From an optimization exercise on the open Yosys and OpenROAD flow, aimed at small area; shortcuts taken in it are not production practice. Function was not checked in any run shown here: the RTL went through the layout flow alone. Power is estimated from default activity; no workload was simulated.

==> flow/design.v <==
`timescale 1 ns / 1 ps
module DflopX4(
    input wire CLK,
    input wire [7:0] a,
    output reg [7:0] x
    );
    always @(posedge CLK) begin
        x <= a;
    end
endmodule
`timescale 1 ns / 1 ps
module matrix(
    input  wire [15:0] acc,
    input  wire [7:0]  a,
    input  wire [7:0]  b,
    output wire [15:0] sum
);
    wire pp0_0 = a[0] & b[0];
    wire pp0_1 = a[0] & b[1];
    wire pp0_2 = a[0] & b[2];
    wire pp0_3 = a[0] & b[3];
    wire pp0_4 = a[0] & b[4];
    wire pp0_5 = a[0] & b[5];
    wire pp0_6 = a[0] & b[6];
    wire pp0_7 = a[0] & b[7];
    wire pp1_0 = a[1] & b[0];
    wire pp1_1 = a[1] & b[1];
    wire pp1_2 = a[1] & b[2];
    wire pp1_3 = a[1] & b[3];
    wire pp1_4 = a[1] & b[4];
    wire pp1_5 = a[1] & b[5];
    wire pp1_6 = a[1] & b[6];
    wire pp1_7 = a[1] & b[7];
    wire pp2_0 = a[2] & b[0];
    wire pp2_1 = a[2] & b[1];
    wire pp2_2 = a[2] & b[2];
    wire pp2_3 = a[2] & b[3];
    wire pp2_4 = a[2] & b[4];
    wire pp2_5 = a[2] & b[5];
    wire pp2_6 = a[2] & b[6];
    wire pp2_7 = a[2] & b[7];
    wire pp3_0 = a[3] & b[0];
    wire pp3_1 = a[3] & b[1];
    wire pp3_2 = a[3] & b[2];
    wire pp3_3 = a[3] & b[3];
    wire pp3_4 = a[3] & b[4];
    wire pp3_5 = a[3] & b[5];
    wire pp3_6 = a[3] & b[6];
    wire pp3_7 = a[3] & b[7];
    wire pp4_0 = a[4] & b[0];
    wire pp4_1 = a[4] & b[1];
    wire pp4_2 = a[4] & b[2];
    wire pp4_3 = a[4] & b[3];
    wire pp4_4 = a[4] & b[4];
    wire pp4_5 = a[4] & b[5];
    wire pp4_6 = a[4] & b[6];
    wire pp4_7 = a[4] & b[7];
    wire pp5_0 = a[5] & b[0];
    wire pp5_1 = a[5] & b[1];
    wire pp5_2 = a[5] & b[2];
    wire pp5_3 = a[5] & b[3];
    wire pp5_4 = a[5] & b[4];
    wire pp5_5 = a[5] & b[5];
    wire pp5_6 = a[5] & b[6];
    wire pp5_7 = a[5] & b[7];
    wire pp6_0 = a[6] & b[0];
    wire pp6_1 = a[6] & b[1];
    wire pp6_2 = a[6] & b[2];
    wire pp6_3 = a[6] & b[3];
    wire pp6_4 = a[6] & b[4];
    wire pp6_5 = a[6] & b[5];
    wire pp6_6 = a[6] & b[6];
    wire pp6_7 = a[6] & b[7];
    wire pp7_0 = a[7] & b[0];
    wire pp7_1 = a[7] & b[1];
    wire pp7_2 = a[7] & b[2];
    wire pp7_3 = a[7] & b[3];
    wire pp7_4 = a[7] & b[4];
    wire pp7_5 = a[7] & b[5];
    wire pp7_6 = a[7] & b[6];
    wire pp7_7 = a[7] & b[7];
    wire w1, w2, w3, w4, w5, w6, w7, w8, w9, w10, w11, w12, w13, w14, w15, w16, w17, w18, w19, w20, w21, w22, w23, w24, w25, w26, w27, w28, w29, w30, w31, w32, w33, w34, w35, w36, w37, w38, w39, w40, w41, w42, w43, w44, w45, w46, w47, w48, w49, w50, w51, w52, w53, w54, w55, w56, w57, w58, w59, w60, w61, w62, w63, w64, w65, w66, w67, w68, w69, w70, w71, w72, w73, w74, w75, w76, w77, w78, w79, w80, w81, w82, w83, w84, w85, w86, w87, w88, w89, w90, w91, w92, w93, w94, w95, w96, w97, w98, w99, w100, w101, w102, w103, w104, w105, w106, w107, w108, w109, w110, w111, w112, w113, w114, w115, w116, w117, w118, w119, w120, w121, w122, w123, w124, w125, w126, w127, w128, w129, w130, w131, w132, w133, w134, w135, w136, w137, w138, w139, w140, w141, w142, w143, w144;
    assign w1 = pp0_0 ^ acc[0];
    assign w2 = pp0_0 & acc[0];
    assign sum[0] = w1;
    assign w3 = pp0_1 ^ pp1_0 ^ acc[1];
    assign w4 = (pp0_1 & pp1_0) | (pp0_1 & acc[1]) | (pp1_0 & acc[1]);
    assign w5 = w2 ^ w3;
    assign w6 = w2 & w3;
    assign sum[1] = w5;
    assign w7 = pp0_2 ^ pp1_1 ^ pp2_0;
    assign w8 = (pp0_2 & pp1_1) | (pp0_2 & pp2_0) | (pp1_1 & pp2_0);
    assign w9 = acc[2] ^ w7 ^ w4;
    assign w10 = (acc[2] & w7) | (acc[2] & w4) | (w7 & w4);
    assign w11 = w6 ^ w9;
    assign w12 = w6 & w9;
    assign sum[2] = w11;
    assign w13 = pp0_3 ^ pp1_2 ^ pp2_1;
    assign w14 = (pp0_3 & pp1_2) | (pp0_3 & pp2_1) | (pp1_2 & pp2_1);
    assign w15 = pp3_0 ^ acc[3] ^ w8;
    assign w16 = (pp3_0 & acc[3]) | (pp3_0 & w8) | (acc[3] & w8);
    assign w17 = w13 ^ w15 ^ w10;
    assign w18 = (w13 & w15) | (w13 & w10) | (w15 & w10);
    assign w19 = w12 ^ w17;
    assign w20 = w12 & w17;
    assign sum[3] = w19;
    assign w21 = pp0_4 ^ pp1_3 ^ pp2_2;
    assign w22 = (pp0_4 & pp1_3) | (pp0_4 & pp2_2) | (pp1_3 & pp2_2);
    assign w23 = pp3_1 ^ pp4_0 ^ acc[4];
    assign w24 = (pp3_1 & pp4_0) | (pp3_1 & acc[4]) | (pp4_0 & acc[4]);
    assign w25 = w14 ^ w21 ^ w23;
    assign w26 = (w14 & w21) | (w14 & w23) | (w21 & w23);
    assign w27 = w16 ^ w25 ^ w18;
    assign w28 = (w16 & w25) | (w16 & w18) | (w25 & w18);
    assign w29 = w20 ^ w27;
    assign w30 = w20 & w27;
    assign sum[4] = w29;
    assign w31 = pp0_5 ^ pp1_4 ^ pp2_3;
    assign w32 = (pp0_5 & pp1_4) | (pp0_5 & pp2_3) | (pp1_4 & pp2_3);
    assign w33 = pp3_2 ^ pp4_1 ^ pp5_0;
    assign w34 = (pp3_2 & pp4_1) | (pp3_2 & pp5_0) | (pp4_1 & pp5_0);
    assign w35 = acc[5] ^ w22 ^ w31;
    assign w36 = (acc[5] & w22) | (acc[5] & w31) | (w22 & w31);
    assign w37 = w33 ^ w24 ^ w35;
    assign w38 = (w33 & w24) | (w33 & w35) | (w24 & w35);
    assign w39 = w26 ^ w37 ^ w28;
    assign w40 = (w26 & w37) | (w26 & w28) | (w37 & w28);
    assign w41 = w30 ^ w39;
    assign w42 = w30 & w39;
    assign sum[5] = w41;
    assign w43 = pp0_6 ^ pp1_5 ^ pp2_4;
    assign w44 = (pp0_6 & pp1_5) | (pp0_6 & pp2_4) | (pp1_5 & pp2_4);
    assign w45 = pp3_3 ^ pp4_2 ^ pp5_1;
    assign w46 = (pp3_3 & pp4_2) | (pp3_3 & pp5_1) | (pp4_2 & pp5_1);
    assign w47 = pp6_0 ^ acc[6] ^ w32;
    assign w48 = (pp6_0 & acc[6]) | (pp6_0 & w32) | (acc[6] & w32);
    assign w49 = w34 ^ w43 ^ w45;
    assign w50 = (w34 & w43) | (w34 & w45) | (w43 & w45);
    assign w51 = w36 ^ w47 ^ w49;
    assign w52 = (w36 & w47) | (w36 & w49) | (w47 & w49);
    assign w53 = w38 ^ w51 ^ w40;
    assign w54 = (w38 & w51) | (w38 & w40) | (w51 & w40);
    assign w55 = w42 ^ w53;
    assign w56 = w42 & w53;
    assign sum[6] = w55;
    assign w57 = pp0_7 ^ pp1_6 ^ pp2_5;
    assign w58 = (pp0_7 & pp1_6) | (pp0_7 & pp2_5) | (pp1_6 & pp2_5);
    assign w59 = pp3_4 ^ pp4_3 ^ pp5_2;
    assign w60 = (pp3_4 & pp4_3) | (pp3_4 & pp5_2) | (pp4_3 & pp5_2);
    assign w61 = pp6_1 ^ pp7_0 ^ acc[7];
    assign w62 = (pp6_1 & pp7_0) | (pp6_1 & acc[7]) | (pp7_0 & acc[7]);
    assign w63 = w44 ^ w46 ^ w57;
    assign w64 = (w44 & w46) | (w44 & w57) | (w46 & w57);
    assign w65 = w59 ^ w61 ^ w48;
    assign w66 = (w59 & w61) | (w59 & w48) | (w61 & w48);
    assign w67 = w50 ^ w63 ^ w65;
    assign w68 = (w50 & w63) | (w50 & w65) | (w63 & w65);
    assign w69 = w52 ^ w67 ^ w54;
    assign w70 = (w52 & w67) | (w52 & w54) | (w67 & w54);
    assign w71 = w56 ^ w69;
    assign w72 = w56 & w69;
    assign sum[7] = w71;
    assign w73 = pp1_7 ^ pp2_6 ^ pp3_5;
    assign w74 = (pp1_7 & pp2_6) | (pp1_7 & pp3_5) | (pp2_6 & pp3_5);
    assign w75 = pp4_4 ^ pp5_3 ^ pp6_2;
    assign w76 = (pp4_4 & pp5_3) | (pp4_4 & pp6_2) | (pp5_3 & pp6_2);
    assign w77 = pp7_1 ^ acc[8] ^ w58;
    assign w78 = (pp7_1 & acc[8]) | (pp7_1 & w58) | (acc[8] & w58);
    assign w79 = w60 ^ w73 ^ w75;
    assign w80 = (w60 & w73) | (w60 & w75) | (w73 & w75);
    assign w81 = w62 ^ w64 ^ w77;
    assign w82 = (w62 & w64) | (w62 & w77) | (w64 & w77);
    assign w83 = w79 ^ w66 ^ w81;
    assign w84 = (w79 & w66) | (w79 & w81) | (w66 & w81);
    assign w85 = w68 ^ w83 ^ w70;
    assign w86 = (w68 & w83) | (w68 & w70) | (w83 & w70);
    assign w87 = w72 ^ w85;
    assign w88 = w72 & w85;
    assign sum[8] = w87;
    assign w89 = pp2_7 ^ pp3_6 ^ pp4_5;
    assign w90 = (pp2_7 & pp3_6) | (pp2_7 & pp4_5) | (pp3_6 & pp4_5);
    assign w91 = pp5_4 ^ pp6_3 ^ pp7_2;
    assign w92 = (pp5_4 & pp6_3) | (pp5_4 & pp7_2) | (pp6_3 & pp7_2);
    assign w93 = acc[9] ^ w74 ^ w76;
    assign w94 = (acc[9] & w74) | (acc[9] & w76) | (w74 & w76);
    assign w95 = w89 ^ w91 ^ w78;
    assign w96 = (w89 & w91) | (w89 & w78) | (w91 & w78);
    assign w97 = w80 ^ w93 ^ w82;
    assign w98 = (w80 & w93) | (w80 & w82) | (w93 & w82);
    assign w99 = w95 ^ w84 ^ w97;
    assign w100 = (w95 & w84) | (w95 & w97) | (w84 & w97);
    assign w101 = w99 ^ w86 ^ w88;
    assign w102 = (w99 & w86) | (w99 & w88) | (w86 & w88);
    assign sum[9] = w101;
    assign w103 = pp3_7 ^ pp4_6 ^ pp5_5;
    assign w104 = (pp3_7 & pp4_6) | (pp3_7 & pp5_5) | (pp4_6 & pp5_5);
    assign w105 = pp6_4 ^ pp7_3 ^ acc[10];
    assign w106 = (pp6_4 & pp7_3) | (pp6_4 & acc[10]) | (pp7_3 & acc[10]);
    assign w107 = w90 ^ w92 ^ w103;
    assign w108 = (w90 & w92) | (w90 & w103) | (w92 & w103);
    assign w109 = w105 ^ w94 ^ w107;
    assign w110 = (w105 & w94) | (w105 & w107) | (w94 & w107);
    assign w111 = w96 ^ w109 ^ w98;
    assign w112 = (w96 & w109) | (w96 & w98) | (w109 & w98);
    assign w113 = w100 ^ w111 ^ w102;
    assign w114 = (w100 & w111) | (w100 & w102) | (w111 & w102);
    assign sum[10] = w113;
    assign w115 = pp4_7 ^ pp5_6 ^ pp6_5;
    assign w116 = (pp4_7 & pp5_6) | (pp4_7 & pp6_5) | (pp5_6 & pp6_5);
    assign w117 = pp7_4 ^ acc[11] ^ w104;
    assign w118 = (pp7_4 & acc[11]) | (pp7_4 & w104) | (acc[11] & w104);
    assign w119 = w115 ^ w106 ^ w108;
    assign w120 = (w115 & w106) | (w115 & w108) | (w106 & w108);
    assign w121 = w117 ^ w110 ^ w119;
    assign w122 = (w117 & w110) | (w117 & w119) | (w110 & w119);
    assign w123 = w121 ^ w112 ^ w114;
    assign w124 = (w121 & w112) | (w121 & w114) | (w112 & w114);
    assign sum[11] = w123;
    assign w125 = pp5_7 ^ pp6_6 ^ pp7_5;
    assign w126 = (pp5_7 & pp6_6) | (pp5_7 & pp7_5) | (pp6_6 & pp7_5);
    assign w127 = acc[12] ^ w116 ^ w125;
    assign w128 = (acc[12] & w116) | (acc[12] & w125) | (w116 & w125);
    assign w129 = w118 ^ w127 ^ w120;
    assign w130 = (w118 & w127) | (w118 & w120) | (w127 & w120);
    assign w131 = w122 ^ w129 ^ w124;
    assign w132 = (w122 & w129) | (w122 & w124) | (w129 & w124);
    assign sum[12] = w131;
    assign w133 = pp6_7 ^ pp7_6 ^ acc[13];
    assign w134 = (pp6_7 & pp7_6) | (pp6_7 & acc[13]) | (pp7_6 & acc[13]);
    assign w135 = w126 ^ w133 ^ w128;
    assign w136 = (w126 & w133) | (w126 & w128) | (w133 & w128);
    assign w137 = w135 ^ w130 ^ w132;
    assign w138 = (w135 & w130) | (w135 & w132) | (w130 & w132);
    assign sum[13] = w137;
    assign w139 = pp7_7 ^ acc[14] ^ w134;
    assign w140 = (pp7_7 & acc[14]) | (pp7_7 & w134) | (acc[14] & w134);
    assign w141 = w139 ^ w136 ^ w138;
    assign w142 = (w139 & w136) | (w139 & w138) | (w136 & w138);
    assign sum[14] = w141;
    assign w143 = acc[15] ^ w140;
    assign w144 = w143 ^ w142;
    assign sum[15] = w144;
endmodule
`timescale 1 ns / 1 ps
module data_loader(
    input wire CLK,
    input wire [7:0] data,
    input wire [1:0] ctrl_logic,
    output reg [255:0] res_mat
);
    wire [7:0] data_out;
    DflopX4 data_flop(CLK, data, data_out);
    reg n4, n3;
    wire n2 = ~n4 & ~n3;
    reg [1:0] row, col;
    reg       phb;
    reg       done;
    wire cmd_data  = (ctrl_logic == 2'd0);
    wire cmd_head  = (ctrl_logic == 2'd1);
    wire cmd_clear = (ctrl_logic == 2'd2);
    wire [1:0] nm1 = n4 ? 2'd3 : (n3 ? 2'd2 : 2'd1);
    wire col_last = (col == nm1);
    wire row_last = (row == nm1);
    always @(posedge CLK) begin
        if (cmd_head) begin
            n4 <= data_out[2];
            n3 <= data_out[1] & data_out[0];
        end
    end
    always @(posedge CLK) begin
        done <= cmd_data & phb & col_last & row_last;
        if (cmd_clear) begin
            row <= 2'd0;
            col <= 2'd0;
            phb <= 1'b0;
        end else if (cmd_data) begin
            if (col_last) begin
                col <= 2'd0;
                if (row_last) begin
                    row <= 2'd0;
                    phb <= 1'b1;
                end else begin
                    row <= row + 2'd1;
                end
            end else begin
                col <= col + 2'd1;
            end
        end
    end
    reg [7:0] a [0:15];
    wire sh_a = cmd_data & (~phb | col_last);
    integer p;
    always @(posedge CLK) begin
        if (sh_a) begin
            a[0] <= data_out;
            for (p = 1; p < 16; p = p + 1)
                a[p] <= a[p - 1];
        end
    end
    reg [15:0] ps [0:15];
    wire [7:0] a0 = n4 ? a[15] : a[8];
    wire [7:0] a1 = n4 ? a[11] : a[5];
    wire [7:0] a2 = n4 ? a[7] : (n3 ? a[2] : a[1]);
    wire [7:0] a3 = a[3];
    wire first = (row == 2'd0);
    wire [15:0] t0 = first ? 16'd0 : (n4 ? ps[15] : ps[8]);
    wire [15:0] t1 = first ? 16'd0 : (n4 ? ps[11] : ps[5]);
    wire [15:0] t2 = first ? 16'd0 : (n4 ? ps[7] : (n3 ? ps[2] : ps[1]));
    wire [15:0] t3 = first ? 16'd0 : ps[3];
    wire [15:0] s0, s1, s2, s3;
    matrix mac0(t0, a0, data_out, s0);
    matrix mac1(t1, a1, data_out, s1);
    matrix mac2(t2, a2, data_out, s2);
    matrix mac3(t3, a3, data_out, s3);
    wire sh_p = cmd_data & phb;
    always @(posedge CLK) begin
        if (sh_p) begin
            ps[0] <= n4 ? s3 : s2;
            for (p = 1; p < 16; p = p + 1)
                ps[p] <= ps[p - 1];
            if (n2) ps[2] <= s3;
            if (n3) ps[3] <= s1;
            if (n4) ps[4] <= s2;
            if (n3) ps[6] <= s0;
            if (n4) ps[8] <= s1;
            ps[12] <= s0;
        end
    end
    integer s;
    always @(posedge CLK) begin
        if (done) begin
            for (s = 0; s < 4; s = s + 1)
                res_mat[16 * s +: 16] <= ps[s];
            if (~n2)
                for (s = 4; s < 9; s = s + 1)
                    res_mat[16 * s +: 16] <= ps[s];
            if (n4)
                for (s = 9; s < 16; s = s + 1)
                    res_mat[16 * s +: 16] <= ps[s];
        end
    end
endmodule
==> flow/run.sh <==
#!/bin/bash
# synth_recipe.tcl (not shown) runs the flow's synth.tcl, then flattens the netlist and writes it again
# the make line also repeats each setting of config.mk as NAME=value (left out here)
make -C /OpenROAD-flow-scripts/flow DESIGN_CONFIG=/design/flow/config.mk WORK_HOME=/design/flow/orfs CLKGATE_MAP_FILE= SYNTH_SCRIPT=/design/flow/synth_recipe.tcl finish
==> flow/config.mk <==
export PLATFORM = sky130hd
export DESIGN_NAME = data_loader
export DESIGN_NICKNAME = data_loader
export VERILOG_FILES = /design/flow/design.v
export SDC_FILE = /design/flow/constraint.sdc
export NUM_CORES = 4
export LEC_CHECK = 0
export CAP_MARGIN = 20
export CORE_MARGIN = 2
export CORE_UTILIZATION = 40
export SLEW_MARGIN = 20
==> flow/constraint.sdc <==
create_clock -name core_clock -period 10.0 [get_ports {CLK}]
set_input_delay 2.0000 -clock core_clock [delete_from_list [all_inputs] [get_ports {CLK}]]
set_output_delay 2.0000 -clock core_clock [all_outputs]
set_load 0.01 [all_outputs]
==> metrics.md, run 1 <==
| Metric | Value |
|---|---|
| Data required time of the worst path | `approximately 10 ns` |
| Global-route wire length before repair | `about 110000 um` |
| Top delay family on crit path | `adder cells` |
| Syn-to-layout area delta | `20.7%` |
| Seq/Total Area, Yosys | `0.650` |
| Largest family of logic cells by synthesized area | `adder cells` |
| Leading post-synthesis cells by instance count | `642 x sky130_fd_sc_hd__edfxtp_1, 248 x sky130_fd_sc_hd__fa_1, 219 x sky130_fd_sc_hd__inv_1, 127 x sky130_fd_sc_hd__and2_1, 115 x sky130_fd_sc_hd__nand2_1` |
| Post-CTS Hold Buffers | `0` |
| Worst setup startpoint | `n3` |
| Count of nets after finishing | `2420` |
| Number of nets with antenna violations after detailed routing | `0` |
| Max H-tree Level | `3` |
| Crit share post-route | `0.848` |
| Effective utilization at floorplan | `0.404` |
| First-iteration detailed-routing DRC count | `1146` |
| Post-CTS sizing | `0` |
| Mux cell area share after synthesis | `0.0533` |
| Endpoints failing hold | `0` |
| Largest net degree at the start of global routing | `roughly 160` |
| Worst R2R Setup Slack | `1.52 ns` |
| Count of cells along the worst register-to-register path | `31` |
| Clock skew | `roughly 0.024 ns` |
| Avg Synthesized Cell Area | `roughly 17 um^2` |
| Transition time of the tightest slew-check pin | `1.08 ns` |
| Placed cells | `3019` |
| Average detailed-routed wire length per instance | `roughly 22 um` |
| Setup Buffers After CTS | `0` |
| Final weighted congestion of routability-driven global placement | `between 0.8 and 0.9` |
| Antenna cell count | `0` |
| Inserted Clock Buffers | `between 70 and 80` |
| Die Outline Area | `~77000 um^2` |
| Total nets after synthesis | `between 2000 and 2500` |
| Minimum setup slack after placement | `1.47 ns` |
| Top cells by area, synth | `sky130_fd_sc_hd__edfxtp_1 64%, sky130_fd_sc_hd__fa_1 17%, sky130_fd_sc_hd__mux2_2 3.3%` |
| Crit path max-delay cell type | `sky130_fd_sc_hd__edfxtp_1` |
| Number of cells on the critical path | `31` |
| Most used flip-flop cell after synthesis | `sky130_fd_sc_hd__edfxtp_1` |
| Clock tree from TritonCTS | `built` |
| Post-Route WL | `between 70000 and 80000 um` |
| Worst Path Buf+Inv | `9` |
| Maximum buffer depth of the clock tree | `3` |
| Outcome | `complete, no violations` |
| Async set-reset flop share out of synthesis | `0` |
| Fmax achieved | `~120 MHz` |
| Simple-gate share of the synthesized area | `0.0665` |
| Cell type contributing the most total cell area after synthesis | `sky130_fd_sc_hd__edfxtp_1` |
| XOR/XNOR share of the synthesized area | `0.00262` |
| Maximum fanout encountered on the critical timing path | `16` |
| Pwr/cell area | `between 200 and 250 nW/um^2` |
| Total routing resource utilization after global routing | `0.187` |
| Clk pin slew, worst setup/hold paths | `about 0.060 ns` |
| Number of primary I/O pins | `about 270` |
| Min Clock Period, post-route | `between 8 and 9 ns` |
| Final non-filler cell total | `3149` |
| Final-report setup violation count | `0` |
| Site row count | `100` |
| Number of clock sinks | `656` |
| First-pass detailed-route iteration total | `5` |
| Kind of path behind the tightest hold check | `reg2reg` |
| Port buffer count | `roughly 270` |
| Worst IR Drop VDD | `about 0.11 mV` |
| Ratio of routed vias to standard cells | `around 4.9` |
| Max-slew headroom at the worst pin | `0.281` |
| Leakage power of the design | `roughly 13 nW` |
| Power Total | `approximately 7.3 mW` |
| Fraction of layout cells with a size suffix above 1 | `0.122` |
| Complex-gate fraction of the synthesized area | `0.00973` |
| Capture point of the critical path | `ps[4][15]` |
| Cell repeated most along the worst path | `sky130_fd_sc_hd__fa_1` |
| Setup repair after global routing missed its margin | `no` |
| Number of unique standard cell types used by synthesis | `36` |
| Area taken by multi-input logic gates | `~9400 um^2` |
| HPWL Detailed | `a little over 50000 um` |
| Post-Synthesis Cell Area | `30100 um^2` |
| Worst setup margin | `around 1.5 ns` |
| Share of synthesized cell area in full adder, half adder and majority cells | `0.180` |
| Setup crit start kind | `flop` |
| Share of the synthesized area in the top cell type | `0.641` |
| Worst path arrival time | `around 8.8 ns` |
| Dominant cell by count in the synthesized netlist | `sky130_fd_sc_hd__edfxtp_1` |
| Startpoint of the lowest-slack register-to-register path | `n3` |
| Number of antenna violations at the first check in global routing | `3` |
| Crit-path max cell delay | `roughly 0.49 ns` |
| Die Ht | `between 200 and 300 um` |
| Slew Viols, Final | `0` |
| Total congestion overflow after global routing | `0` |
| Synthesis Warnings | `4` |
| Overall via count from detail_route | `~15000` |
| Sequential standard cell area | `19600 um^2` |
| Chip Width | `278 um` |
| Total core area | `74400 um^2` |
| Worst Path Class, Setup | `reg2reg` |
| Kind of capture point of the worst setup path | `flop` |
| Number of remaining DRC errors | `0` |
| Vias in the first global route | `approximately 17000` |
| Setup total negative slack | `0 ns` |
| Reg2reg end | `ps[4][15]` |
| Clock latency reported for the late side of the worst-skew pair | `a little over 0.6 ns` |
| Filler cell count in the final layout | `between 6000 and 7000` |
| Count of flip-flops with a built-in enable after synthesis | `642` |
| Syn Inst Count | `~1800` |
| Reported max-cap violation count | `0` |
| Cell chosen for the clock root | `sky130_fd_sc_hd__clkbuf_16` |
| Synth Register Bits | `656` |
-- worst min-delay path by stage --
stage / start / to / slack [ns] / cells past startpoint
global route: a[6][3] / a[7][3] / 0.42 / 0
CTS: a[4][1] / a[5][1] / 0.42 / 0
detailed placement: a[9][1] / a[10][1] / 0.40 / 0
global placement: a[6][3] / a[7][3] / 0.40 / 0
finish: a[4][1] / a[5][1] / 0.41 / 0
floorplan: a[9][0] / a[10][0] / 0.40 / 0
-- cells by family (layout without fill, tap and decap cells) --
group                    count (synthesis)  count (layout)
AND/OR/NAND/NOR                        386             386
flip-flops                             656             656
adder cells (fa/ha/maj)                285             285
buffers and inverters                  277             644
AO/OA/AOI/OAI                           51              51
multiplexers                           149             149
XOR/XNOR                                 9               9
-- power by group --
part | switching, mW | internal (mW) | leakage (nW) | total [mW]
logic | 0.903 | 0.633 | 6.17 | 1.54
registers | 0.0315 | 3.11 | 5.94 | 3.14
clock network | 1.12 | 1.54 | 1.17 | 2.66
-- layout make-up --
cell class	instances	share of cell area
Sequential cell	656	0.539
Multi-Input combinational cell	880	0.260
Timing Repair Buffer	295	0.0797
Clock buffer	81	0.0523
Tap cell	969	0.0334
Inverter	219	0.0226
Clock inverter	49	0.0132
-- worst register-to-register path, delay by kind of cell, from the launching register on --
kind / cells / cell delay [ns]
multiplexers: 1 / 0.23
AO/OA/AOI/OAI: 2 / 0.45
flip-flops: 1 / 0.49
buffers and inverters: 9 / 0.91
AND/OR/NAND/NOR: 2 / 0.18
XOR/XNOR: 2 / 0.51
adder cells (fa/ha/maj): 15 / 5.43
-- state kept, by name, summed over array words and instances, names as in the netlist --
signal / flops
data_flop.x: 8
n3: 1
col: 2
a: 128
n4: 1
res_mat: 256
row: 2
done: 1
phb: 1
ps: 256
-- placed cells by master, fill, tap and decap left out, drive strengths merged, types with 5 or more instances in the layout --
cell,Yosys,routed
nor2b,34,34
clkinvlp,0,5
and2,127,127
clkinv,0,30
a21oi,31,31
nand2,115,115
nand2b,25,25
fa,248,248
mux2,89,89
o21ai,14,14
clkbuf,32,81
dfxtp,14,14
nor2,58,58
mux2i,60,60
ha,37,37
edfxtp,642,642
xnor2,8,8
bufinv,0,6
inv,219,227
clkdlybuf4s50,0,266
or2,18,18
buf,26,29
-- through the flow --
stage               hold slack [ns]  area (um^2)   util
floorplan                     0.400        30100      -
detailed placement            0.405        33900  0.456
global route                  0.422        36300  0.488
CTS                           0.415        36300  0.488
global placement              0.400        33900  0.456
finish                        0.413        36300  0.488
-- layer usage --
metal	vias to the layer above	routed length, um	track usage
met5	-	24	0
met1	8086	30200	0.247
met3	99	3090	0.0311
li1	6783	-	-
met2	410	35400	0.315
met4	4	2060	0.0640
==> inputs of run 2 (changes only) <==
--- a/flow/config.mk
+++ b/flow/config.mk
@@ -8,4 +8,5 @@
 export CAP_MARGIN = 20
 export CORE_MARGIN = 2
-export CORE_UTILIZATION = 40
+export CORE_UTILIZATION = 60
+export CTS_BUF_LIST = sky130_fd_sc_hd__clkbuf_4
 export SLEW_MARGIN = 20
==> metrics.md, run 2 <==
| Metric | Value |
|---|---|
| Depth of the worst hold-timing path | `0 (unchanged)` |
| Top cells by area, synth | `sky130_fd_sc_hd__edfxtp_1 64%, sky130_fd_sc_hd__fa_1 17%, sky130_fd_sc_hd__mux2_2 3.3%` |
| Fmax achieved | `121 MHz (+2.9%)` |
| Most common cell after layout, fill and taps aside | `sky130_fd_sc_hd__edfxtp_1` |
| Setup repair after global routing missed its margin | `no` |
| Clock tree from TritonCTS | `built` |
| Setup total negative slack | `0 ns (unchanged)` |
| Largest net degree at the start of global routing | `163 (+4.5%)` |
| Avg Synthesized Cell Area | `16.6 um^2 (unchanged)` |
| Cell Int Power | `4.91 mW (-7.2%)` |
| Number of remaining DRC errors | `0 (unchanged)` |
| Part of the power in the clock network | `0.318 (-0.045)` |
| Final-report setup violation count | `0 (unchanged)` |
| Die Outline Area | `51900 um^2 (-33%)` |
| Final weighted congestion of routability-driven global placement | `0.870 (+4.0%)` |
| Async set-reset flop share out of synthesis | `0 (unchanged)` |
| Max H-tree Level | `4 (+1)` |
| Top delay family on crit path | `adder cells` |
| Power Total | `6.92 mW (-5.7%)` |
| Transition time of the tightest slew-check pin | `1.03 ns (-0.0534 ns)` |
| Worst IR Drop VDD | `0.138 mV (+32%)` |
| Syn-to-layout area delta | `18.5%` |
| Most used cells in the layout excluding fill and tap cells | `642 x sky130_fd_sc_hd__edfxtp_1, 266 x sky130_fd_sc_hd__clkdlybuf4s50_1, 248 x sky130_fd_sc_hd__fa_1` |
| Slew Viols, Final | `0 (unchanged)` |
| Relative contribution of combinational cells to total power | `0.229 (+0.020)` |
| Ratio of routed vias to standard cells | `5.30 (+8.4%)` |
| Cell chosen for the clock root | `sky130_fd_sc_hd__clkbuf_4` |
| Clk pin slew, worst setup/hold paths | `0.07 ns (about the same)` |
| HPWL Detailed | `49100 um (-4.3%)` |
| Startpoint of the lowest-slack register-to-register path | `n3` |
| Reg2reg end | `ps[4][15]` |
| Outcome | `complete, no violations` |
| Synth Register Bits | `656 (unchanged)` |
| Kind of path behind the tightest hold check | `reg2reg` |
| Number of primary I/O pins | `267 (unchanged)` |
| Effective utilization at floorplan | `0.603 (+0.199)` |
| Post-Synthesis Cell Area | `30100 um^2 (unchanged)` |
| Worst path arrival time | `8.95 ns (+0.14 ns)` |
| First-pass detailed-route iteration total | `5 (unchanged)` |
| Port buffer count | `266 (unchanged)` |
| Max-slew headroom at the worst pin | `0.316 (+0.0356)` |
| Chip Width | `228 um (-18%)` |
| Clock skew | `0.0538 ns (+0.0301 ns)` |
| Maximum buffer depth of the clock tree | `3 (unchanged)` |
| Total nets after synthesis | `2109 (unchanged)` |
| Total core area | `49900 um^2 (-33%)` |
| Dominant cell by count in the synthesized netlist | `sky130_fd_sc_hd__edfxtp_1` |
| Fraction of layout cells with a size suffix above 1 | `0.175 (+0.0525)` |
| Crit-path max cell delay | `0.55 ns (+0.06 ns)` |
| Count of cells along the worst register-to-register path | `28 (-9.7%)` |
| Worst Path Buf+Inv | `8 (-1)` |
| Setup crit start kind | `flop` |
| Filler cell count in the final layout | `3408 (-46%)` |
| Count of nets after finishing | `2514 (+3.9%)` |
| Post-Route WL | `68700 um (-2.8%)` |
| Syn Inst Count | `1813 (unchanged)` |
| Number of unique standard cell types used by synthesis | `36 (unchanged)` |
| Most used flip-flop cell after synthesis | `sky130_fd_sc_hd__edfxtp_1` |
| Leakage power of the design | `13.4 nW (+0.55%)` |
| Total routing resource utilization after global routing | `0.278 (+0.0904)` |
| Net switching power | `2.01 mW (-1.8%)` |
| Seq/Total Area, Yosys | `0.650 (unchanged)` |
| Post-CTS sizing | `0 (unchanged)` |
| Leading post-synthesis cells by instance count | `642 x sky130_fd_sc_hd__edfxtp_1, 248 x sky130_fd_sc_hd__fa_1, 219 x sky130_fd_sc_hd__inv_1, 127 x sky130_fd_sc_hd__and2_1, 115 x sky130_fd_sc_hd__nand2_1` |
| Synthesis Warnings | `4 (unchanged)` |
| Maximum fanout encountered on the critical timing path | `13 (-3)` |
| Post-CTS Hold Buffers | `0 (unchanged)` |
| Largest registers | `ps (256), res_mat (256), a (128)` |
| Sequential group share of total power | `0.454 (+0.026)` |
| Clock latency reported for the late side of the worst-skew pair | `1.01 ns (+0.39 ns)` |
| Site row count | `82 (-18%)` |
| Reported max-cap violation count | `0 (unchanged)` |
| Worst R2R Setup Slack | `1.76 ns (+0.24 ns)` |
| Cell type contributing the most total cell area after synthesis | `sky130_fd_sc_hd__edfxtp_1` |
| Share of the synthesized area in the top cell type | `0.641 (unchanged)` |
| Overall via count from detail_route | `16000 (+3.8%)` |
| Inserted Clock Buffers | `165 (+130%)` |
| Global-route wire length before repair | `104000 um (-2.4%)` |
| First-iteration detailed-routing DRC count | `1180 (+3.0%)` |
| Endpoints failing hold | `0 (unchanged)` |
| Crit path max-delay cell type | `sky130_fd_sc_hd__fa_1` |
| Number of clock sinks | `656 (unchanged)` |
| Worst Path Class, Setup | `reg2reg` |
| Kind of capture point of the worst setup path | `flop` |
| Hold-critical path endpoint | `a[14][4]` |
| Cell repeated most along the worst path | `sky130_fd_sc_hd__fa_1` |
| Pwr/cell area | `194 nW/um^2 (-4.0%)` |
| Total congestion overflow after global routing | `0 (unchanged)` |
| Data required time of the worst path | `10.71 ns (+0.38 ns)` |
| Die Ht | `228 um (-18%)` |
| Startpoint of the tightest hold check path | `a[13][4]` |
| Setup Buffers After CTS | `0 (unchanged)` |
| Crit share post-route | `0.824 (-0.0241)` |
| Number of antenna violations at the first check in global routing | `2 (-1)` |
| Number of nets with antenna violations after detailed routing | `0 (unchanged)` |
| Count of flip-flops with a built-in enable after synthesis | `642 (unchanged)` |
| Proportion of total power due to net switching | `0.291 (+0.0115)` |
| Average detailed-routed wire length per instance | `22.8 um (+1.5%)` |
| Min Clock Period, post-route | `8.24 ns (-0.241 ns)` |
| Vias in the first global route | `17100 (+3.4%)` |
[run 2: power by group through the flow]
stage	Sequential [mW]	Clock, mW	Combinational (mW)
finish	3.14	2.20	1.58
CTS	3.14	2.26	1.61
floorplan	3.19	0	0.962
global placement	3.20	0	1.57
global route	3.14	2.40	1.77
detailed placement	3.20	0	1.59
[run 2: final cells by class]
type	count	area, um^2	area share
sequential	656	19600	0.549
multi-input combinational	880	9440	0.265
timing repair buffer	296	2910	0.0817
clock buffer	240	1800	0.0505
tap	672	841	0.0236
inverter	219	822	0.0231
clock inverter	47	256	0.00720
antenna	5	12.5	0.000351
[run 2: per-stage QoR]
step / setup slack, ns / utilization / hold slack [ns] / cells / area, um^2
4_1_cts: 1.75 / 0.715 / 0.361 / 3010 / 35600
6_report: 1.76 / 0.715 / 0.379 / 3015 / 35600
2_1_floorplan: 1.28 / - / 0.400 / 1813 / 30100
3_5_place_dp: 1.74 / 0.673 / 0.405 / 2723 / 33600
5_1_grt: 1.31 / 0.715 / 0.359 / 3014 / 35600
3_3_place_gp: 1.86 / 0.673 / 0.401 / 2723 / 33600
[run 2: cell families (layout without fill, tap and decap cells)]
| logic type | Yosys count | count (layout) | synth area share |
|---|---|---|---|
| flops | 656 | 656 | 0.650 |
| simple gates | 386 | 386 | 0.0665 |
| fa+ha+maj | 285 | 285 | 0.180 |
| buf+inv | 277 | 802 | 0.0373 |
| mux | 149 | 149 | 0.0533 |
| compound gates | 51 | 51 | 0.00973 |
| xor+xnor | 9 | 9 | 0.00262 |
| other cells | 0 | 5 | 0 |
[run 2: worst max path at each step]
| stage | start | to | depth (start not counted) |
|---|---|---|---|
| after global placement | n4 | ps[8][14] | 26 |
| after global routing | n3 | ps[0][15] | 28 |
| after floorplan | ctrl_logic[0] | ps[0][0] | 2 |
| after detailed placement | n3 | ps[0][15] | 28 |
| after CTS | n3 | ps[4][15] | 28 |
| final | n3 | ps[4][15] | 28 |
[run 2: routing by layer]
metal,wire length (um),share of wire,global-route usage,up-vias
met5,0,0,0,-
met3,4650,0.068,0.0690,122
met2,33700,0.49,0.439,537
li1,-,-,-,7083
met1,28400,0.41,0.377,8228
met4,1940,0.028,0.109,0
[run 2: worst register-to-register path: cells and delay by family, from the launching register on]
family	cells	cell delay, ns
xor+xnor	2	0.45
flops	1	0.50
simple gates	1	0.16
compound gates	2	0.56
fa+ha+maj	14	5.38
buf+inv	8	0.82
mux	1	0.12
==> inputs of run 3 (changes only) <==
==> flow/flow/run.sh (new file) <==
#!/bin/bash
# The standard layout, with three changes to how it is made:
#  - ports are buffered with buf_1 rather than the resizer's default buffer;
#  - clock tree synthesis inserts no dummy loads and builds from clkbuf_4;
#  - after global routing, cells off the critical paths are downsized.
set -euo pipefail
bash standard.sh \
  "BUFFER_PORTS_ARGS=-buffer_cell sky130_fd_sc_hd__buf_1" \
  "CTS_ARGS=-sink_clustering_enable -repair_clock_nets -dont_use_dummy_load -buf_list sky130_fd_sc_hd__clkbuf_4" \
  "RECOVER_POWER=100" \
  finish > make.log 2>&1
==> flow/standard.sh (new file) <==
#!/bin/bash
# synth_recipe.tcl (not shown) runs the flow's synth.tcl, then flattens the netlist and writes it again
# the make line also repeats each setting of config.mk as NAME=value (left out here)
make -C /OpenROAD-flow-scripts/flow DESIGN_CONFIG=/design/flow/config.mk WORK_HOME=/design/flow/orfs CLKGATE_MAP_FILE= SYNTH_SCRIPT=/design/flow/synth_recipe.tcl "${@:-finish}"
--- a/flow/config.mk
+++ b/flow/config.mk
@@ -8,5 +8,4 @@
 export CAP_MARGIN = 20
 export CORE_MARGIN = 2
-export CORE_UTILIZATION = 60
-export CTS_BUF_LIST = sky130_fd_sc_hd__clkbuf_4
+export CORE_UTILIZATION = 40
 export SLEW_MARGIN = 20
removed: flow/run.sh
==> metrics.md, run 3 <==
| Metric | Value |
|---|---|
| Effective utilization at floorplan | `0.404 (-0.199)` |
| Dominant cell by count in the synthesized netlist | `sky130_fd_sc_hd__edfxtp_1` |
| Fmax achieved | `115 MHz (-4.9%)` |
| Cell repeated most along the worst path | `sky130_fd_sc_hd__fa_1` |
| Number of nets with antenna violations after detailed routing | `0 (unchanged)` |
| Number of remaining DRC errors | `0 (unchanged)` |
| Clk pin slew, worst setup/hold paths | `0.07 ns (about the same)` |
| Max-slew headroom at the worst pin | `-1.96 (-2.28)` |
| Outcome | `finished with violations` |
| Maximum buffer depth of the clock tree | `3 (unchanged)` |
| Net switching power | `1.87 mW (-7.3%)` |
| Setup total negative slack | `0 ns (unchanged)` |
| Most used flip-flop cell after synthesis | `sky130_fd_sc_hd__edfxtp_1` |
| Vias in the first global route | `17100 (-0.070%)` |
| Port buffer count | `266 (unchanged)` |
| Transition time of the tightest slew-check pin | `4.44 ns (+3.42 ns)` |
| Slew Viols, Final | `729 (+729)` |
| Worst R2R Setup Slack | `1.34 ns (-0.43 ns)` |
| Inserted Clock Buffers | `168 (+1.8%)` |
| HPWL Detailed | `50800 um (+3.5%)` |
| Setup crit start kind | `flop` |
| Relative contribution of combinational cells to total power | `0.240 (+0.011)` |
| Part of the power in the clock network | `0.266 (-0.052)` |
| Count of nets after finishing | `2517 (+0.12%)` |
| Crit share post-route | `0.866 (+0.0426)` |
| Worst setup startpoint | `n4` |
| Count of flip-flops with a built-in enable after synthesis | `642 (unchanged)` |
| Number of antenna violations at the first check in global routing | `2 (unchanged)` |
| Total congestion overflow after global routing | `0 (unchanged)` |
| Kind of path behind the tightest hold check | `reg2reg` |
| Violated layout checks | `capacitance limit, slew limit` |
| Worst path arrival time | `9.36 ns (+0.41 ns)` |
| Cell type contributing the most total cell area after synthesis | `sky130_fd_sc_hd__edfxtp_1` |
| Die Ht | `278 um (+22%)` |
| Worst Path Buf+Inv | `8 (unchanged)` |
| First-pass detailed-route iteration total | `5 (unchanged)` |
| Clock latency reported for the late side of the worst-skew pair | `0.98 ns (-0.03 ns)` |
| Fraction of layout cells with a size suffix above 1 | `0.131 (-0.0434)` |
| Kind of capture point of the worst setup path | `flop` |
| Post-CTS Hold Buffers | `0 (unchanged)` |
| Syn Inst Count | `1813 (unchanged)` |
| Post-Synthesis Cell Area | `30100 um^2 (unchanged)` |
| Reg2reg end | `ps[4][15]` |
| Leading post-synthesis cells by instance count | `642 x sky130_fd_sc_hd__edfxtp_1, 248 x sky130_fd_sc_hd__fa_1, 219 x sky130_fd_sc_hd__inv_1, 127 x sky130_fd_sc_hd__and2_1, 115 x sky130_fd_sc_hd__nand2_1` |
| Largest net degree at the start of global routing | `129 (-21%)` |
| Overall via count from detail_route | `15700 (-1.6%)` |
| Average detailed-routed wire length per instance | `22.0 um (-3.3%)` |
| Crit-path max cell delay | `0.80 ns (+0.25 ns)` |
| Total core area | `74400 um^2 (+49%)` |
| Chip Width | `278 um (+22%)` |
| Setup repair after global routing missed its margin | `no` |
| Clock tree from TritonCTS | `built` |
| Post-Route WL | `70400 um (+2.4%)` |
| Leakage power of the design | `12.1 nW (-9.3%)` |
| Share of the synthesized area in the top cell type | `0.641 (unchanged)` |
| Worst IR Drop VDD | `0.0954 mV (-31%)` |
| Pwr/cell area | `190 nW/um^2 (-2.0%)` |
| Area taken by multi-input logic gates | `9410 um^2 (-0.30%)` |
| Crit path max-delay cell type | `sky130_fd_sc_hd__edfxtp_1` |
| Tightest hold margin | `0.315 ns (-0.0636 ns)` |
| Data required time of the worst path | `10.70 ns (about the same)` |
| Global-route wire length before repair | `107000 um (+2.0%)` |
| Final-report setup violation count | `0 (unchanged)` |
| Endpoints failing hold | `0 (unchanged)` |
| Avg Synthesized Cell Area | `16.6 um^2 (unchanged)` |
| Ratio of routed vias to standard cells | `4.92 (-7.1%)` |
| First-iteration detailed-routing DRC count | `1082 (-8.3%)` |
| Total nets after synthesis | `2109 (unchanged)` |
| Number of cells on the critical path | `27 (-3.6%)` |
| Filler cell count in the final layout | `6631 (+95%)` |
| Sequential group share of total power | `0.494 (+0.040)` |
| Maximum fanout encountered on the critical timing path | `34 (+21)` |
| Clock skew | `0.128 ns (+0.0744 ns)` |
| Most common cell after layout, fill and taps aside | `sky130_fd_sc_hd__edfxtp_1` |
| Async set-reset flop share out of synthesis | `0 (unchanged)` |
| Worst Path Class, Setup | `reg2reg` |
| Cell chosen for the clock root | `sky130_fd_sc_hd__clkbuf_4` |
| Seq/Total Area, Yosys | `0.650 (unchanged)` |
| Number of clock sinks | `656 (unchanged)` |
| Number of unique standard cell types used by synthesis | `36 (unchanged)` |
| Cell Int Power | `4.50 mW (-8.3%)` |
| Top delay family on crit path | `adder cells` |
| Final weighted congestion of routability-driven global placement | `0.828 (-4.8%)` |
| Die Outline Area | `77400 um^2 (+49%)` |
| Post-CTS sizing | `0 (unchanged)` |
| Max H-tree Level | `4 (unchanged)` |
| Top cells by area, synth | `sky130_fd_sc_hd__edfxtp_1 64%, sky130_fd_sc_hd__fa_1 17%, sky130_fd_sc_hd__mux2_2 3.3%` |
| Total routing resource utilization after global routing | `0.188 (-0.0899)` |
| Proportion of total power due to net switching | `0.293 (+0.00220)` |
| Syn-to-layout area delta | `11.2%` |
| Capture point of the critical path | `ps[4][15]` |
| Number of primary I/O pins | `267 (unchanged)` |
| Sequential standard cell area | `19600 um^2 (about the same)` |
| Synth Register Bits | `656 (unchanged)` |
| Count of cells along the worst register-to-register path | `27 (-3.6%)` |
| Min Clock Period, post-route | `8.66 ns (+0.426 ns)` |
| Site row count | `100 (+22%)` |
| Largest registers | `ps (256), res_mat (256), a (128)` |
| Most used cells in the layout excluding fill and tap cells | `642 x sky130_fd_sc_hd__edfxtp_1, 264 x sky130_fd_sc_hd__buf_1, 248 x sky130_fd_sc_hd__fa_1` |
| Startpoint of the lowest-slack register-to-register path | `n4` |
| Reported max-cap violation count | `13 (+13)` |
| Synthesis Warnings | `4 (unchanged)` |
| Setup Buffers After CTS | `0 (unchanged)` |
[run 3: power by group through the flow]
stage	Sequential, mW	Clock (mW)	Combinational (mW)
final	3.15	1.69	1.53
after global routing	3.15	1.88	1.73
after CTS	3.14	1.77	1.58
after detailed placement	3.20	0	1.56
after global placement	3.20	0	1.55
after floorplan	3.19	0	0.962
[run 3: worst min-delay path by stage]
stage / start / end / slack, ns / cells past startpoint
3_5_place_dp: a[9][4] / a[10][4] / 0.40 / 0
4_1_cts: a[12][2] / a[13][2] / 0.30 / 0
6_report: a[12][2] / a[13][2] / 0.32 / 0
5_1_grt: a[12][2] / a[13][2] / 0.31 / 0
3_3_place_gp: a[0][5] / a[1][5] / 0.40 / 0
2_1_floorplan: a[9][0] / a[10][0] / 0.40 / 0
[run 3: area by class of cell]
class | count | share of cell area
tap | 969 | 0.0362
clock buffer | 168 | 0.0377
multi-input combinational | 880 | 0.281
timing repair buffer | 296 | 0.0353
inverter | 219 | 0.0246
antenna | 5 | 0.000374
sequential | 656 | 0.585
[run 3: metal layers]
metal	global-route usage	vias to the layer above	share of wire
li1	-	6977	-
met1	0.239	8124	0.41
met2	0.307	492	0.49
met3	0.0421	122	0.052
met4	0.0876	0	0.041
met5	0	-	0
[run 3: cells by family after synthesis]
| logic type | Yosys count | synth area share |
|---|---|---|
| flip-flops | 656 | 0.650 |
| AND/OR/NAND/NOR | 386 | 0.0665 |
| adder cells (fa/ha/maj) | 285 | 0.180 |
| buffers and inverters | 277 | 0.0373 |
| multiplexers | 149 | 0.0533 |
| AO/OA/AOI/OAI | 51 | 0.00973 |
| XOR/XNOR | 9 | 0.00262 |
[run 3: per-stage QoR]
stage	setup WS, ns	total power, mW	std cells	cell area, um^2	utilization
6_report	1.34	6.37	3193	33500	0.449
5_1_grt	0.785	6.76	3193	33500	0.449
4_1_cts	1.41	6.49	3188	33500	0.451
3_5_place_dp	1.40	4.76	3020	32300	0.434
3_3_place_gp	1.50	4.75	3020	32300	0.434
2_1_floorplan	1.28	4.15	1813	30100	-
==> inputs of run 4 (changes only) <==
==> flow/flow/run.sh (replaced) <==
#!/bin/bash
# The standard layout, with two changes to how it is made:
#  - ports are buffered with buf_1 rather than the resizer's default buffer;
#  - clock tree synthesis inserts no dummy loads and builds from clkbuf_4;
set -euo pipefail
bash standard.sh \
  "BUFFER_PORTS_ARGS=-buffer_cell sky130_fd_sc_hd__buf_1" \
  "CTS_ARGS=-sink_clustering_enable -repair_clock_nets -dont_use_dummy_load -buf_list sky130_fd_sc_hd__clkbuf_4" \
  finish > make.log 2>&1
==> metrics.md, run 4 <==
| Metric | Value |
|---|---|
| Outcome | `complete, no violations` |
| Ratio of routed vias to standard cells | `4.93 (about the same)` |
| Cell type contributing the most total cell area after synthesis | `sky130_fd_sc_hd__edfxtp_1` |
| Number of primary I/O pins | `267 (unchanged)` |
| Chip Width | `278 um (unchanged)` |
| Crit-path max cell delay | `1.03 ns (+0.23 ns)` |
| Transition time of the tightest slew-check pin | `1.06 ns (-3.38 ns)` |
| Most used flip-flop cell after synthesis | `sky130_fd_sc_hd__edfxtp_1` |
| Number of remaining DRC errors | `0 (unchanged)` |
| Placed cells | `3020 (unchanged)` |
| Clock tree from TritonCTS | `built` |
| Count of nets after finishing | `2517 (unchanged)` |
| Number of antenna violations at the first check in global routing | `2 (unchanged)` |
| Data required time of the worst path | `10.70 ns (about the same)` |
| Avg Synthesized Cell Area | `16.6 um^2 (unchanged)` |
| Overall via count from detail_route | `15700 (+0.038%)` |
| Kind of path behind the tightest hold check | `reg2reg` |
| Final weighted congestion of routability-driven global placement | `0.828 (unchanged)` |
| Number of nets with antenna violations after detailed routing | `0 (unchanged)` |
| Share of the synthesized area in the top cell type | `0.641 (unchanged)` |
| Filler cell count in the final layout | `6620 (-0.17%)` |
| Largest family of logic cells by synthesized area | `adder cells` |
| Slew Viols, Final | `0 (-100%)` |
| Total core area | `74400 um^2 (unchanged)` |
| Top cells by area, synth | `sky130_fd_sc_hd__edfxtp_1 64%, sky130_fd_sc_hd__fa_1 17%, sky130_fd_sc_hd__mux2_2 3.3%` |
| Area taken by multi-input logic gates | `9440 um^2 (+0.25%)` |
| Largest registers | `ps (256), res_mat (256), a (128)` |
| Worst path arrival time | `9.21 ns (-0.15 ns)` |
| Inserted Clock Buffers | `168 (unchanged)` |
| Endpoints failing hold | `0 (unchanged)` |
| Synth Register Bits | `656 (unchanged)` |
| Total routing resource utilization after global routing | `0.188 (unchanged)` |
| Kind of capture point of the worst setup path | `flop` |
| Maximum buffer depth of the clock tree | `3 (unchanged)` |
| Leading post-synthesis cells by instance count | `642 x sky130_fd_sc_hd__edfxtp_1, 248 x sky130_fd_sc_hd__fa_1, 219 x sky130_fd_sc_hd__inv_1, 127 x sky130_fd_sc_hd__and2_1, 115 x sky130_fd_sc_hd__nand2_1` |
| Die Ht | `278 um (unchanged)` |
| Setup crit start kind | `flop` |
| Site row count | `100 (unchanged)` |
| Fmax achieved | `118 MHz (+1.9%)` |
| Crit path max-delay cell type | `sky130_fd_sc_hd__edfxtp_1` |
| Crit share post-route | `0.850 (-0.0160)` |
| Clk pin slew, worst setup/hold paths | `0.07 ns (about the same)` |
| Syn-to-layout area delta | `11.5%` |
| Setup repair after global routing missed its margin | `no` |
| XOR/XNOR share of the synthesized area | `0.00262 (unchanged)` |
| Finished Core Util | `0.451 (+0.00121)` |
| Fraction of layout cells with a size suffix above 1 | `0.144 (+0.0126)` |
| Vias in the first global route | `17100 (unchanged)` |
| Simple-gate share of the synthesized area | `0.0665 (unchanged)` |
| Worst Path Class, Setup | `reg2reg` |
| Most used cells in the layout excluding fill and tap cells | `642 x sky130_fd_sc_hd__edfxtp_1, 266 x sky130_fd_sc_hd__buf_1, 248 x sky130_fd_sc_hd__fa_1` |
| Maximum fanout encountered on the critical timing path | `34 (unchanged)` |
| Total nets after synthesis | `2109 (unchanged)` |
| First-iteration detailed-routing DRC count | `1168 (+7.9%)` |
| Worst setup startpoint | `n4` |
| Post-Route WL | `70300 um (-0.13%)` |
| Setup total negative slack | `0 ns (unchanged)` |
| Die Outline Area | `77400 um^2 (unchanged)` |
| Number of unique standard cell types used by synthesis | `36 (unchanged)` |
| Capture point of the critical path | `ps[4][15]` |
| Most common cell after layout, fill and taps aside | `sky130_fd_sc_hd__edfxtp_1` |
| Post-Synthesis Cell Area | `30100 um^2 (unchanged)` |
| Mux cell area share after synthesis | `0.0533 (unchanged)` |
| First-pass detailed-route iteration total | `5 (unchanged)` |
| Setup Buffers After CTS | `0 (unchanged)` |
| Final-report setup violation count | `0 (unchanged)` |
| Effective utilization at floorplan | `0.404 (unchanged)` |
| Total congestion overflow after global routing | `0 (unchanged)` |
| Largest net degree at the start of global routing | `129 (unchanged)` |
| Cell repeated most along the worst path | `sky130_fd_sc_hd__fa_1` |
| Synthesis Warnings | `4 (unchanged)` |
| Reported max-cap violation count | `0 (-13)` |
| Global-route wire length before repair | `107000 um (unchanged)` |
| Final non-filler cell total | `3192 (-0.031%)` |
| Count of cells along the worst register-to-register path | `28 (+3.7%)` |
| Pwr/cell area | `190 nW/um^2 (-0.22%)` |
| Worst IR Drop VDD | `0.0965 mV (+1.1%)` |
| Clock latency reported for the late side of the worst-skew pair | `0.99 ns (about the same)` |
| Min Clock Period, post-route | `8.50 ns (-0.160 ns)` |
| Port buffer count | `266 (unchanged)` |
| Worst R2R Setup Slack | `1.50 ns (+0.16 ns)` |
| Clock skew | `0.130 ns (+0.00149 ns)` |
| Number of clock sinks | `656 (unchanged)` |
| Post-CTS Hold Buffers | `0 (unchanged)` |
| Reg2reg end | `ps[4][15]` |
| Sequential standard cell area | `19600 um^2 (about the same)` |
| Complex-gate fraction of the synthesized area | `0.00973 (unchanged)` |
| Startpoint of the lowest-slack register-to-register path | `n4` |
| HPWL Detailed | `50800 um (unchanged)` |
| Post-CTS sizing | `0 (unchanged)` |
| Max-slew headroom at the worst pin | `0.295 (+2.26)` |
| Max H-tree Level | `4 (unchanged)` |
| Cell chosen for the clock root | `sky130_fd_sc_hd__clkbuf_4` |
| Power Total | `6.37 mW (about the same)` |
| Async set-reset flop share out of synthesis | `0 (unchanged)` |
| Share of synthesized cell area in full adder, half adder and majority cells | `0.180 (unchanged)` |
| Dominant cell by count in the synthesized netlist | `sky130_fd_sc_hd__edfxtp_1` |
| Leakage power of the design | `12.2 nW (+0.49%)` |
| Seq/Total Area, Yosys | `0.650 (unchanged)` |
| Syn Inst Count | `1813 (unchanged)` |
| Count of flip-flops with a built-in enable after synthesis | `642 (unchanged)` |
| Average detailed-routed wire length per instance | `22.0 um (-0.10%)` |
[run 4: area by class of cell]
cell class              count  area share
inverters                 219      0.0245
repair buffers            296      0.0372
diodes                      4    0.000298
clock buffers             168      0.0376
flip-flops and latches    656       0.583
multi-input cells         880       0.281
well taps                 969      0.0361
[run 4: power breakdown]
group          switching (mW)  internal, mW
clock network           0.931         0.759
logic                   0.906         0.630
registers              0.0297          3.11
[run 4: cells by family (layout without fill, tap and decap cells)]
group	count (synthesis)	count (layout)
DFF	656	656
and+or+nand+nor	386	386
adders and majority gates	285	285
buffers and inverters	277	683
muxes	149	149
AOI/OAI and AO/OA	51	51
xor gates and xnor gates	9	9
other	0	4
[run 4: metrics by stage]
stage / setup slack [ns] / area, um^2 / hold slack [ns]
after floorplan: 1.28 / 30100 / 0.400
after global placement: 1.50 / 32300 / 0.400
after detailed placement: 1.40 / 32300 / 0.405
after CTS: 1.41 / 33500 / 0.298
after global routing: 0.925 / 33600 / 0.312
final: 1.50 / 33600 / 0.315
[run 4: critical path: cells and delay by family (launching register included)]
family | cells | cell delay [ns]
DFF | 1 | 1.03
buffers and inverters | 8 | 0.80
xor gates and xnor gates | 2 | 0.47
and+or+nand+nor | 2 | 0.25
adders and majority gates | 14 | 5.35
AOI/OAI and AO/OA | 2 | 0.37
[run 4: worst min path at each step]
| stage | from | endpoint | depth (start not counted) |
|---|---|---|---|
| 2_1_floorplan | a[9][0] | a[10][0] | 0 |
| 3_3_place_gp | a[0][5] | a[1][5] | 0 |
| 3_5_place_dp | a[9][4] | a[10][4] | 0 |
| 4_1_cts | a[12][2] | a[13][2] | 0 |
| 5_1_grt | a[12][2] | a[13][2] | 0 |
| 6_report | a[12][2] | a[13][2] | 0 |
[run 4: routing by layer]
metal,up-vias,GRT usage,wire length (um),part of all wire
met5,-,0,0,0
met4,0,0.0876,2890,0.041
met3,123,0.0421,3650,0.052
met1,8124,0.239,28800,0.41
met2,505,0.307,34900,0.50
li1,6969,-,-,-

## what the ideal ports hide
Ports are ideal in the flow. The routed layouts listed here were re-timed in OpenROAD.
Step 1, drivers: a clkbuf_16 drives CLK and a buf_2 each remaining input, both assumed.
Step 2 times the ports against the registers' clock, not the clock port: input delays grow and output delays shrink by t, the midpoint of the rising clock arrivals with the driver on.
Three values: ideal, step 1, step 2; two values: the first two.
| run | t, ns | setup slack, ns | worst data-port slew with drivers (ns) |
|---|---|---|---|
| run 1 | 0.672 | 1.523 / 1.523 / 1.523 | 0.08 |
| run 2 | 1.037 | 1.763 / 1.763 / 1.763 | 0.07 |
| run 3 | 0.980 | 1.338 / 1.338 / 0.979 | 0.05 |
| run 4 | 0.986 | 1.497 / 1.497 / 1.497 | 0.05 |
For run 3, which loses most, drivers alone change the setup slack by 0.000 ns; drivers and shift together by -0.359 ns.
